This design comes from an exercise in tuning for small area and a short achievable clock period on the open sky130 flow, not from production work. At most, simulation tests tie the RTL to the original design; equivalence was not proved. Only the layout flow was run in run 2; the RTL was not checked for function there. Power figures rest on the tool's default switching activity, not on a simulated workload.

## flow/design.v (module list and top-level ports; edited modules follow where they fit)
// module mul32_pipe: 2619 lines
// module mul_fa: 6 lines
// module mul_xor2: 5 lines
// module mul_maj3: 5 lines
// module mul_ao21: 5 lines
// module mul_enc: 6 lines
// module mul_ha: 6 lines
module mul32_pipe(clk, rst, in_valid, a, b, out_valid, p);
  // ...
==> flow/flow/run.sh <==
#!/bin/bash
# Own layout flow: the standard ORFS flow (standard.sh), unchanged except that the
# port buffers that global placement inserts on every input and output use a plain buffer
# (buf_4) instead of the delay cell buffer_ports picks by default.
set -euo pipefail
export BUFFER_PORTS_ARGS="-buffer_cell sky130_fd_sc_hd__buf_4"
bash standard.sh finish > standard_flow.log 2>&1
==> flow/standard.sh <==
#!/bin/bash
# synth_recipe.tcl (not shown) runs the flow's synth.tcl, then flattens the netlist and writes it again
# the make line also repeats each setting of config.mk as NAME=value (left out here)
make -C /OpenROAD-flow-scripts/flow DESIGN_CONFIG=/design/flow/config.mk WORK_HOME=/design/flow/orfs CLKGATE_MAP_FILE= SYNTH_SCRIPT=/design/flow/synth_recipe.tcl "${@:-finish}"
==> flow/config.mk <==
export PLATFORM = sky130hd
export DESIGN_NAME = mul32_pipe
export DESIGN_NICKNAME = mul32_pipe
export VERILOG_FILES = /design/flow/design.v
export SDC_FILE = /design/flow/constraint.sdc
export NUM_CORES = 4
export LEC_CHECK = 0
export ABC_AREA = 1
export CAP_MARGIN = 20
export CORE_MARGIN = 2
export CORE_UTILIZATION = 60
export CTS_CLUSTER_DIAMETER = 120
export CTS_CLUSTER_SIZE = 20
export PLACE_DENSITY = 0.85
export SLEW_MARGIN = 20
export SYNTH_HIERARCHICAL = 1
==> flow/constraint.sdc <==
create_clock -name core_clock -period 2.5 [get_ports {clk}]
set_input_delay 0.5000 -clock core_clock [delete_from_list [all_inputs] [get_ports {clk}]]
set_output_delay 0.5000 -clock core_clock [all_outputs]
set_load 0.01 [all_outputs]
==> impl_metrics.csv, run 1 <==
group,metric,value,unit
finish,fin_util,67.5,%
global_routing,grt_max_degree,34,
critical_path,path_cells,"fa_1, ha_2, a21oi_2, o21ai_1, a21oi_1, nand2_4, nand2_1, nand2_1, nand2_1, nand2_1",
critical_path,crit_type,"flop to flop",
flow_run,cap_violations,0,
yosys,synth_top_family_by_area,"adder cells",
sta,setup_viol,0,
finish,drive_gt1_share,13.0,%
run_status,status,"timing/DRC/antenna clean",
global_routing,met2_usage,51.3,%
global_routing,grt_pass1_vias,26300,
clock_network,cts-resized-gates,2,
critical_path,cp.arrival,2.93,ns
sta,setup_ws,0.0832,ns
finish,inv_count,191,
floorplan,pin_count,132,
yosys,synth_most_common_cell,"dfxtp_1",
finish,fin_cells,4022,
power_and_ir_drop,swShare,42.3,%
power_and_ir_drop,combPwrFrac,57.3,%
place,gp_congestion,1.00,
sta,fin_crit,2.42,ns
clock_network,clockBufferDepth,3,
yosys,yosysWarnings,7,
clock_network,path_clk_slew,0.08,ns
critical_path,start_kind,"flop",
yosys,synth_compound_area_share,10.4,%
finish,seq_cells,533,
floorplan,initial_core_util,60.7,%
place,dpl.hpwl,74.6,mm
critical_path,endpoint_kind,"flop",
yosys,synth_xor_area_share,13.9,%
global_routing,grt.total_usage,32.4,%
==> run 2, diff against run 1 <==
--- a/flow/design.v
+++ b/flow/design.v
@@ -2583,44 +2583,128 @@
   assign s1662[17] = s1662_p0[17] ^ s1662_G45;
   assign s1662[18] = s1662_p0[18] ^ s1662_G46;
   assign s1662[19] = s1662_p0[19] ^ s1662_G47;
   assign s1662[20] = s1662_p0[20] ^ s1662_G48;
   assign s1662[21] = s1662_p0[21] ^ s1662_G49;
   assign s1662[22] = s1662_p0[22] ^ s1662_G50;
   assign s1662[23] = s1662_p0[23] ^ s1662_G51;
   assign s1662[24] = s1662_G52;
-  wire n1663 = rk3[40] ^ rk3[64];
-  wire n1664 = rk3[41] ^ (rk3[64] & rk3[65]);
-  wire n1665 = rk3[42] ^ (rk3[64] & rk3[66]);
-  wire n1666 = rk3[43] ^ (rk3[64] & rk3[67]);
-  wire n1667 = rk3[44] ^ (rk3[64] & rk3[68]);
-  wire n1668 = rk3[45] ^ (rk3[64] & rk3[69]);
-  wire n1669 = rk3[46] ^ (rk3[64] & rk3[70]);
-  wire n1670 = rk3[47] ^ (rk3[64] & rk3[71]);
-  wire n1671 = rk3[48] ^ (rk3[64] & rk3[72]);
-  wire n1672 = rk3[49] ^ (rk3[64] & rk3[73]);
-  wire n1673 = rk3[50] ^ (rk3[64] & rk3[74]);
-  wire n1674 = rk3[51] ^ (rk3[64] & rk3[75]);
-  wire n1675 = rk3[52] ^ (rk3[64] & rk3[76]);
-  wire n1676 = rk3[53] ^ (rk3[64] & rk3[77]);
-  wire n1677 = rk3[54] ^ (rk3[64] & rk3[78]);
-  wire n1678 = rk3[55] ^ (rk3[64] & rk3[79]);
-  wire n1679 = rk3[56] ^ (rk3[64] & rk3[80]);
-  wire n1680 = rk3[57] ^ (rk3[64] & rk3[81]);
-  wire n1681 = rk3[58] ^ (rk3[64] & rk3[82]);
-  wire n1682 = rk3[59] ^ (rk3[64] & rk3[83]);
-  wire n1683 = rk3[60] ^ (rk3[64] & rk3[84]);
-  wire n1684 = rk3[61] ^ (rk3[64] & rk3[85]);
-  wire n1685 = rk3[62] ^ (rk3[64] & rk3[86]);
-  wire n1686 = rk3[63] ^ (rk3[64] & rk3[87]);
+  wire n1663 = s1662_p0[1] & s1662_p0[0];
+  wire n1664 = s1662_p0[2] & s1662_p0[1];
+  wire n1665 = s1662_p0[3] & s1662_p0[2];
+  wire n1666 = s1662_p0[4] & s1662_p0[3];
+  wire n1667 = s1662_p0[5] & s1662_p0[4];
+  wire n1668 = s1662_p0[6] & s1662_p0[5];
+  wire n1669 = s1662_p0[7] & s1662_p0[6];
+  wire n1670 = s1662_p0[8] & s1662_p0[7];
+  wire n1671 = s1662_p0[9] & s1662_p0[8];
+  wire n1672 = s1662_p0[10] & s1662_p0[9];
+  wire n1673 = s1662_p0[11] & s1662_p0[10];
+  wire n1674 = s1662_p0[12] & s1662_p0[11];
+  wire n1675 = s1662_p0[13] & s1662_p0[12];
+  wire n1676 = s1662_p0[14] & s1662_p0[13];
+  wire n1677 = s1662_p0[15] & s1662_p0[14];
+  wire n1678 = s1662_p0[16] & s1662_p0[15];
+  wire n1679 = s1662_p0[17] & s1662_p0[16];
+  wire n1680 = s1662_p0[18] & s1662_p0[17];
+  wire n1681 = s1662_p0[19] & s1662_p0[18];
+  wire n1682 = s1662_p0[20] & s1662_p0[19];
+  wire n1683 = s1662_p0[21] & s1662_p0[20];
+  wire n1684 = s1662_p0[22] & s1662_p0[21];
+  wire n1685 = n1664 & s1662_p0[0];
+  wire n1686 = n1665 & n1663;
+  wire n1687 = n1666 & n1664;
+  wire n1688 = n1667 & n1665;
+  wire n1689 = n1668 & n1666;
+  wire n1690 = n1669 & n1667;
+  wire n1691 = n1670 & n1668;
+  wire n1692 = n1671 & n1669;
+  wire n1693 = n1672 & n1670;
+  wire n1694 = n1673 & n1671;
+  wire n1695 = n1674 & n1672;
+  wire n1696 = n1675 & n1673;
+  wire n1697 = n1676 & n1674;
+  wire n1698 = n1677 & n1675;
+  wire n1699 = n1678 & n1676;
+  wire n1700 = n1679 & n1677;
+  wire n1701 = n1680 & n1678;
+  wire n1702 = n1681 & n1679;
+  wire n1703 = n1682 & n1680;
+  wire n1704 = n1683 & n1681;
+  wire n1705 = n1684 & n1682;
+  wire n1706 = n1687 & s1662_p0[0];
+  wire n1707 = n1688 & n1663;
+  wire n1708 = n1689 & n1685;
+  wire n1709 = n1690 & n1686;
+  wire n1710 = n1691 & n1687;
+  wire n1711 = n1692 & n1688;
+  wire n1712 = n1693 & n1689;
+  wire n1713 = n1694 & n1690;
+  wire n1714 = n1695 & n1691;
+  wire n1715 = n1696 & n1692;
+  wire n1716 = n1697 & n1693;
+  wire n1717 = n1698 & n1694;
+  wire n1718 = n1699 & n1695;
+  wire n1719 = n1700 & n1696;
+  wire n1720 = n1701 & n1697;
+  wire n1721 = n1702 & n1698;
+  wire n1722 = n1703 & n1699;
+  wire n1723 = n1704 & n1700;
+  wire n1724 = n1705 & n1701;
+  wire n1725 = n1710 & s1662_p0[0];
+  wire n1726 = n1711 & n1663;
+  wire n1727 = n1712 & n1685;
+  wire n1728 = n1713 & n1686;
+  wire n1729 = n1714 & n1706;
+  wire n1730 = n1715 & n1707;
+  wire n1731 = n1716 & n1708;
+  wire n1732 = n1717 & n1709;
+  wire n1733 = n1718 & n1710;
+  wire n1734 = n1719 & n1711;
+  wire n1735 = n1720 & n1712;
+  wire n1736 = n1721 & n1713;
+  wire n1737 = n1722 & n1714;
+  wire n1738 = n1723 & n1715;
+  wire n1739 = n1724 & n1716;
+  wire n1740 = n1733 & s1662_p0[0];
+  wire n1741 = n1734 & n1663;
+  wire n1742 = n1735 & n1685;
+  wire n1743 = n1736 & n1686;
+  wire n1744 = n1737 & n1706;
+  wire n1745 = n1738 & n1707;
+  wire n1746 = n1739 & n1708;
+  wire n1747 = rk3[40] ^ rk3[64];
+  wire n1748 = rk3[41] ^ (rk3[64] & rk3[65]);
+  wire n1749 = rk3[42] ^ (rk3[64] & rk3[66]);
+  wire n1750 = rk3[43] ^ (rk3[64] & rk3[67]);
+  wire n1751 = rk3[44] ^ (rk3[64] & rk3[68]);
+  wire n1752 = rk3[45] ^ (rk3[64] & rk3[69]);
+  wire n1753 = rk3[46] ^ (rk3[64] & rk3[70]);
+  wire n1754 = rk3[47] ^ (rk3[64] & rk3[71]);
+  wire n1755 = rk3[48] ^ (rk3[64] & rk3[72]);
+  wire n1756 = rk3[49] ^ (rk3[64] & rk3[73]);
+  wire n1757 = rk3[50] ^ (rk3[64] & rk3[74]);
+  wire n1758 = rk3[51] ^ (rk3[64] & rk3[75]);
+  wire n1759 = rk3[52] ^ (rk3[64] & rk3[76]);
+  wire n1760 = rk3[53] ^ (rk3[64] & rk3[77]);
+  wire n1761 = rk3[54] ^ (rk3[64] & rk3[78]);
+  wire n1762 = rk3[55] ^ (rk3[64] & rk3[79]);
+  wire n1763 = rk3[56] ^ (rk3[64] & rk3[80]);
+  wire n1764 = rk3[57] ^ (rk3[64] & rk3[81]);
+  wire n1765 = rk3[58] ^ (rk3[64] & rk3[82]);
+  wire n1766 = rk3[59] ^ (rk3[64] & rk3[83]);
+  wire n1767 = rk3[60] ^ (rk3[64] & rk3[84]);
+  wire n1768 = rk3[61] ^ (rk3[64] & rk3[85]);
+  wire n1769 = rk3[62] ^ (rk3[64] & rk3[86]);
+  wire n1770 = rk3[63] ^ (rk3[64] & rk3[87]);
   always @(posedge clk) rk1 <= {fs1435, fs1315, fc1314, fs1314, fc1313, fc1434, fs1434, fc1433, fs1433, fc1432, fs1311, fs1432, fc1431, fs1310, fc1309, fs1431, fc1430, fs1309, fs1430, fc1429, fs1307, fs1429, fc1428, fs1305, fs1304, fs1428, fc1427, fs1303, fs1302, fs1427, fc1426, fc1425, fs1426, fs1425, fc1424, fc1423, fs1299, fs1424, fs1423, fc1422, fc1421, fs1422, fs1421, fc1420, fc1419, fs1420, fs1419, fc1418, fc1417, fs1291, fs1418, fs1417, fc1416, fc1415, fs1288, fs1416, fs1415, fc1414, fc1413, fs1285, fs1284, fs1414, fs1413, fc1412, fc1411, fc1410, fs1412, fs1411, fs1410, fc1409, fc1408, fs1279, fs1278, fs1409, fs1408, fc1407, fc1406, fs1275, fs1274, fs1407, fs1406, fc1405, fc1404, fc1403, fs1405, fs1404, fs1403, fc1402, fc1401, fc1400, fs1402, fs1401, fs1400, fc1399, fc1398, fc1397, fs1263, fs1399, fs1398, fs1397, fc1396, fc1395, fc1394, fs1259, fs1258, fs1396, fs1395, fs1394, fc1393, fc1392, fc1391, fs1255, fs1393, fs1392, fs1391, fc1390, fc1389, fc1388, fs1250, fs1390, fs1389, fs1388, fc1387, fc1386, fc1385, fs1245, fs1244, fs1387, fs1386, fs1385, fc1384, fc1383, fc1382, fs1240, fs1239, fs1384, fs1383, fs1382, fc1381, fc1380, fc1379, fc1378, fs1235, fs1381, fs1380, fs1379, fs1378, fc1377, fc1376, fc1375, fs1230, fs1229, fs1377, fs1376, fs1375, fc1374, fc1373, fc1372, fc1371, fs1374, fs1373, fs1372, fs1371, fc1370, fc1369, fc1368, fs1219, fs1218, fs1370, fs1369, fs1368, fc1367, fc1366, fc1365, fc1364, fs1367, fs1366, fs1365, fs1364, fc1363, fc1362, fc1361, fs1209, fs1363, fs1362, fs1361, fc1360, fc1359, fc1358, fs1204, fs1360, fs1359, fs1358, fc1357, fc1356, fc1355, fs1199, fs1198, fs1357, fs1356, fs1355, fc1354, fc1353, fc1352, fs1354, fs1353, fs1352, fc1351, fc1350, fc1349, fs1351, fs1350, fs1349, fc1348, fc1347, fc1346, fs1186, fs1348, fs1347, fs1346, fc1345, fc1344, fs1182, fs1181, fs1345, fs1344, fc1343, fc1342, fs1178, fs1177, fs1343, fs1342, fc1341, fc1340, fc1339, fs1341, fs1340, fs1339, fc1338, fc1337, fs1171, fs1338, fs1337, fc1336, fc1335, fs1167, fs1336, fs1335, fc1334, fc1333, fs1164, fs1163, fs1334, fs1333, fc1332, fc1331, fs1332, fs1331, fc1330, fc1329, fs1330, fs1329, fc1328, fc1327, fs1155, fs1328, fs1327, fc1326, fs1153, fs1152, fs1326, fc1325, fs1150, fs1149, fs1325, fc1324, fc1323, fs1324, fs1323, fc1322, fs1146, fs1322, fc1321, fs1144, fs1321, fc1320, fs1142, fc1141, fs1320, fc1319, fs1319, fc1318, fs1318, fc1317, fs1138, fs1317, fs1137, fc1136, fs1136, n197, fc1316, fs1316, fs1135, n65, b[1], n64};
   always @(posedge clk) rk2 <= {fc1577, rk1[305], fs1577, fs1517, fc1613, fs1613, fs1576, fc1612, fs1612, fs1575, fs1514, fc1513, fc1611, fs1611, fs1574, fc1573, fc1610, fs1610, fs1572, fc1571, fc1609, fs1609, fs1570, fc1569, fs1569, fc1568, fc1608, fs1608, fc1607, fs1567, fs1607, fc1606, fs1606, fc1605, fs1565, fs1605, fc1604, fs1604, fc1603, fs1563, fs1603, fc1602, fs1602, fc1601, fs1561, fs1601, fc1600, fs1559, fs1600, fc1599, fs1558, fs1599, fc1598, fs1555, fs1598, fc1597, fs1554, fs1597, fc1596, fs1552, fs1596, fc1595, fs1550, fs1595, fc1594, fs1548, fs1594, fc1593, fs1545, fs1593, fc1592, fs1544, fs1592, fc1591, fs1541, fs1591, fc1590, fs1539, fs1590, fc1589, fs1537, fs1589, fc1588, fs1535, fs1588, fc1587, fs1587, fc1586, fs1586, fc1585, fs1585, fc1584, fs1584, fc1583, fs1583, fc1582, fs1582, fc1581, fs1581, fc1580, fs1580, fc1579, fs1525, fs1579, fs1524, fc1523, fs1523, fc1522, fs1522, fc1521, fs1521, fc1520, fs1520, fc1519, fs1519, fs1441, fs1440, fc1439, fs1439, fc1438, fs1438, fc1437, fs1437, rk1[19], rk1[15], rk1[14], rk1[13], rk1[12], fc1578, fs1578, fs1518, fs1436, rk1[4], rk1[3], rk1[2], rk1[1], rk1[0]};
-  always @(posedge clk) rk3 <= {s1662_P51, s1662_P50, s1662_P49, s1662_P48, s1662_P47, s1662_P46, s1662_P45, s1662_P44, s1662_P43, s1662_P42, s1662_P41, s1662_P40, s1662_P39, s1662_P38, s1662_P37, s1662_P28, s1662_P27, s1662_P26, s1662_P25, s1662_P14, s1662_P13, s1662_P1, s1662_p0[0], s1661[40], s1662[23], s1662[22], s1662[21], s1662[20], s1662[19], s1662[18], s1662[17], s1662[16], s1662[15], s1662[14], s1662[13], s1662[12], s1662[11], s1662[10], s1662[9], s1662[8], s1662[7], s1662[6], s1662[5], s1662[4], s1662[3], s1662[2], s1662[1], s1662[0], s1661[39], s1661[38], s1661[37], s1661[36], s1661[35], s1661[34], s1661[33], s1661[32], s1661[31], s1661[30], s1661[29], s1661[28], s1661[27], s1661[26], s1661[25], s1661[24], s1661[23], s1661[22], s1661[21], s1661[20], s1661[19], s1661[18], s1661[17], s1661[16], s1661[15], s1661[14], s1661[13], s1661[12], s1661[11], s1661[10], s1661[9], s1661[8], s1661[7], s1661[6], s1661[5], s1661[4], s1661[3], s1661[2], s1661[1], s1661[0]};
-  assign p = {n1686, n1685, n1684, n1683, n1682, n1681, n1680, n1679, n1678, n1677, n1676, n1675, n1674, n1673, n1672, n1671, n1670, n1669, n1668, n1667, n1666, n1665, n1664, n1663, rk3[39], rk3[38], rk3[37], rk3[36], rk3[35], rk3[34], rk3[33], rk3[32], rk3[31], rk3[30], rk3[29], rk3[28], rk3[27], rk3[26], rk3[25], rk3[24], rk3[23], rk3[22], rk3[21], rk3[20], rk3[19], rk3[18], rk3[17], rk3[16], rk3[15], rk3[14], rk3[13], rk3[12], rk3[11], rk3[10], rk3[9], rk3[8], rk3[7], rk3[6], rk3[5], rk3[4], rk3[3], rk3[2], rk3[1], rk3[0]};
+  always @(posedge clk) rk3 <= {n1746, n1745, n1744, n1743, n1742, n1741, n1740, n1732, n1731, n1730, n1729, n1728, n1727, n1726, n1725, n1709, n1708, n1707, n1706, n1686, n1685, n1663, s1662_p0[0], s1661[40], s1662[23], s1662[22], s1662[21], s1662[20], s1662[19], s1662[18], s1662[17], s1662[16], s1662[15], s1662[14], s1662[13], s1662[12], s1662[11], s1662[10], s1662[9], s1662[8], s1662[7], s1662[6], s1662[5], s1662[4], s1662[3], s1662[2], s1662[1], s1662[0], s1661[39], s1661[38], s1661[37], s1661[36], s1661[35], s1661[34], s1661[33], s1661[32], s1661[31], s1661[30], s1661[29], s1661[28], s1661[27], s1661[26], s1661[25], s1661[24], s1661[23], s1661[22], s1661[21], s1661[20], s1661[19], s1661[18], s1661[17], s1661[16], s1661[15], s1661[14], s1661[13], s1661[12], s1661[11], s1661[10], s1661[9], s1661[8], s1661[7], s1661[6], s1661[5], s1661[4], s1661[3], s1661[2], s1661[1], s1661[0]};
+  assign p = {n1770, n1769, n1768, n1767, n1766, n1765, n1764, n1763, n1762, n1761, n1760, n1759, n1758, n1757, n1756, n1755, n1754, n1753, n1752, n1751, n1750, n1749, n1748, n1747, rk3[39], rk3[38], rk3[37], rk3[36], rk3[35], rk3[34], rk3[33], rk3[32], rk3[31], rk3[30], rk3[29], rk3[28], rk3[27], rk3[26], rk3[25], rk3[24], rk3[23], rk3[22], rk3[21], rk3[20], rk3[19], rk3[18], rk3[17], rk3[16], rk3[15], rk3[14], rk3[13], rk3[12], rk3[11], rk3[10], rk3[9], rk3[8], rk3[7], rk3[6], rk3[5], rk3[4], rk3[3], rk3[2], rk3[1], rk3[0]};
 endmodule
 module mul_fa(x, y, z, s, c);
   input x, y, z;
   output s, c;
   assign s = x ^ y ^ z;
   assign c = (x & y) | (y & z) | (x & z);
 endmodule
 module mul_xor2(x, y, s);
==> flow/config.mk (replaced) <==
export PLATFORM = sky130hd
export DESIGN_NAME = mul32_pipe
export DESIGN_NICKNAME = mul32_pipe
export VERILOG_FILES = /design/flow/design.v
export SDC_FILE = /design/flow/constraint.sdc
export NUM_CORES = 4
export LEC_CHECK = 0
export ABC_AREA = 1
export CAP_MARGIN = 20
export CORE_MARGIN = 2
export CORE_UTILIZATION = 50
export PLACE_DENSITY = 0.75
export SLEW_MARGIN = 20
export SYNTH_HIERARCHICAL = 1
==> run 2 against run 1 <==
Compared with the run above:
- largest power group unchanged
- synthesized cell count rose by 0.32%
- first-iteration DRC count fell by 25%
- critical path type unchanged
- still clean on timing, DRC and antenna
- critical endpoint is now rk3[53]
- largest cell class unchanged
- core utilization fell by 9.0 points
- count of clock-buffer cells in the layout rose by 43
- global-route usage fell by 4.9 points
- synthesized area rose by 0.12%
- setup slack improved by 0.0026 ns
==> impl_metrics.csv, run 2 <==
group,metric,value,unit
route,drc,0,
yosys,async_flop_share,0,%
power_and_ir_drop,p_per_area,1270,mW/mm²
global_routing,grt_pass1_wl,149,mm
route,vias,24500,
route,ant_nets,0,
finish,reg_top3,"rk1 (306), rk2 (137), rk3 (87)",
global_routing,grt_max_degree,34,
route,wl_per_cell,22.5,µm
floorplan,coreArea,0.0683,mm²
route,wirelength,96.0,mm
sta,fin_worst_skew,0.0201,ns
critical_path,reg2regPathDepth,13,
global_routing,grt_pass1_vias,25600,
clock_network,cts_hold_buffers,0,
sta,setup_viol,0,
floorplan,pin_count,132,
finish,drive_gt1_share,15.8,%
sta,slew_headroom,65.3,%
floorplan,rows,96,
clock_network,path_clk_slew,0.06,ns
place,pre_cts_slack,-0.222,ns
finish,final_cell_mix,"dfxtp_1 (530), o22ai_1 (511), xnor2_1 (507), fa_1 (492), buf_4 (322)",
yosys,syn_inst,3147,
clock_network,clockBufferDepth,3,
yosys,synth_common_cells,"dfxtp_1 (533), o22ai_1 (511), xnor2_1 (507), fa_1 (492), nand2_1 (226)",
critical_path,start_kind,"flop",
sta,slew_violations,0,
floorplan,dieArea,0.0708,mm²
clock_network,cts_buffers,55,
critical_path,cp_max_fo,4,
sta,period_share,96.6,%
yosys,synth_area_per_cell,10.9,µm²
finish,final_area,0.0400,mm²
place,dpl.hpwl,75.2,mm
sta,tightestPinTransition,0.521,ns
sta,hold_viol,0,
yosys,synth_most_common_cell,"dfxtp_1",
power_and_ir_drop,p_leak,16.8,nW
clock_network,clkSinkCount,533,
run_status,status,"timing/DRC/antenna clean",
min_path,min_path_type,"input port to flop",
global_routing,antenna_found_initial,5,
finish,syn2layout_area_growth,16.4,%
critical_path,cpPeakStageDelay,0.52,ns
sta,rsz0062_at_grt,"yes",
global_routing,grt.total_usage,27.5,%
sta,setup_ws,0.0858,ns
place,placed_area,0.0379,mm²
critical_path,crit_type,"flop to flop",
finish,layout_commonest_cell,"dfxtp_1",
yosys,yosysWarnings,7,
finish,nNetsFinal,4021,
flow_run,cap_violations,0,
clock_network,cts_tree,"yes",
route,dr.pass1.iters,8,
clock_network,cts_max_level,2,
clock_network,clock-root-buffer,"clkbuf_16",
critical_path,path_cells,"fa_1, ha_4, nand2_1, nand2_1, nand2_1, nand2_2, nand3_1, nand2_2, buf_4, nand2_1, a21oi_2, nor2_1, a21oi_1",
global_routing,grt_overflow,0,
finish,top_register,"rk1",
yosys,synth.distinct_cells,36,
critical_path,endpoint_kind,"flop",
power_and_ir_drop,ir_worst_vdd,0.792,mV
yosys,synth_area_leaders,"dfxtp_1 (31%), fa_1 (29%), xnor2_1 (13%)",
route,drtIter0Drc,2230,
yosys,yosysTopAreaCellShare,31.1,%
place,io_buffers,131,
critical_path,path_common_cell,"nand2_1",
critical_path,crit_required,3.05,ns
critical_path,cp.arrival,2.97,ns
floorplan,die_w,266,µm
finish,fin_util,58.5,%
critical_path,crit_slowest_cell,"fa_1",
clock_network,clk_latency,0.63,ns
yosys,synth-main-ff-cell,"dfxtp_1",
finish,largest_reg_flops,306,
yosys,post-synth-top-area-cell,"dfxtp_1",
yosys,ys_seq_area_share,31.1,%
floorplan,initial_core_util,50.2,%
route,routed_via_density,5.75,
sta,fin_crit,2.41,ns
min_path,hold_depth,2,
yosys,synth-edff-count,0,
sta,max_freq,414,MHz
place,gp_congestion,1.01,
floorplan,die_h,266,µm
yosys,synth-seq-cells,533,
yosys,syn_area,0.0343,mm²
run 2: cell types whose count changed in the layout (fill, tap and decap cells not counted), sizes merged, moves of 2 or more:
cell      delta
buf         +30
clkinvlp     +5
bufinv       +6
clkbuf      +43
nand3        +2
nor2         -2
nand2        +8
inv          +7
clkinv      +11
a31oi        -2
run 2: final cells by class:
| cell class | instances | area, µm² |
|---|---|---|
| repair buffers | 395 | 3880 |
| flip-flops and latches | 533 | 10700 |
| inverters | 195 | 739 |
| multi-input cells | 2150 | 21700 |
| fillers | 5337 | 28400 |
| clock inverters | 26 | 337 |
| well taps | 882 | 1100 |
| diodes | 1 | 2.50 |
| clock buffers | 74 | 1560 |
run 2: worst max-delay path, delay by kind of cell (launching register included):
family / cells / cell delay (ns)
AOI/OAI and AO/OA: 2 / 0.29
adders and majority gates: 2 / 0.83
buffers and inverters: 1 / 0.17
DFF: 1 / 0.32
and+or+nand+nor: 8 / 0.72
run 2: cell families (layout without fill, tap and decap cells):
logic type | count (synthesis) | count (layout) | share of synthesized area (%)
adder cells (fa/ha/maj) | 624 | 624 | 33.5
AND/OR/NAND/NOR | 388 | 388 | 4.78
AO/OA/AOI/OAI | 574 | 574 | 10.3
XOR/XNOR | 544 | 544 | 13.9
flip-flops | 533 | 533 | 31.1
other | 2 | 21 | 0.0219
buffers and inverters | 482 | 690 | 6.45
run 2: repair_timing:
action	4_1_cts	5_1_grt
gates resized for setup	0	26
buffers inserted	0	6
endpoints found under the setup margin	0	21
run 2: stage by stage:
step	total power [mW]	setup TNS, ns	hold WS (ns)	std cells
6_report	50.9	0	0.0489	4256
5_1_grt	55.6	-0.413	0.0401	4255
4_1_cts	50.4	0	0.0235	4249
3_5_place_dp	41.4	-15.65	0.314	4149
3_3_place_gp	40.3	-11.88	0.312	4149
2_1_floorplan	33.1	0	0.310	3165
run 2: routing by layer:
metal	track usage [%]	wire, µm	part of all wire (%)
met4	11.8	4760	5.0
met2	44.1	44100	46
met3	5.74	9390	9.8
met1	36.2	37600	39
met5	0	44	0.046
run 2: path summary, 6_finish.rpt:
| kind | end | slack [ns] | start |
|---|---|---|---|
| setup / recovery | rk3[53] | 0.09 | rk2[90] |
| hold / removal | vpipe[0] | 0.05 | rst |
| setup reg to reg | rk3[53] | 0.09 | rk2[90] |
| hold reg to reg | rk2[9] | 0.33 | rk1[12] |
run 2: per-module statistics from Yosys (local to each module, per instance):
module      flip-flops and latches  cells
mul_fa                           0      1
mul_ao21                         0      3
mul32_pipe                     533   2588
mul_ha                           0      1
run 2: power by group:
group | switching (mW) | internal [mW] | total [mW]
Clock | 3.61 | 5.02 | 8.63
Combinational | 15.2 | 12.3 | 27.5
Sequential | 1.94 | 12.9 | 14.8

==> static timing again, ports no longer ideal <==
No port has a modelled driver above. Below, the same layouts with a new extraction and two added sets of constraints.
Step 1, drivers: a clkbuf_16 drives clk and a buf_2 each remaining input, both assumed.
Step 2 moves the port delays by t, midway between the first and last clock arrival at a register: inputs arrive t later, outputs are due t later. That takes back most of the time a late clock gives input paths.
Slacks: no drivers / after step 1 / after step 2; pairs: no drivers / after step 1.
run	shift t [ns]	slack for setup (ns)	hold slack, ns	latest minus earliest clock arrival (ns)	worst register clock-pin slew, ns
run 1	0.677	0.083 / 0.083 / -0.359	0.042 / 0.002 / 0.324	0.033 / 0.033	0.10 / 0.10
run 2	0.682	0.086 / 0.086 / -0.277	0.049 / 0.011 / 0.326	0.023 / 0.023	0.08 / 0.08
Met with ideal ports but missed after step 2: setup timing in run 1 and run 2. For run 1, which loses most, drivers alone change the setup slack by 0.000 ns; drivers and shift together by -0.442 ns.
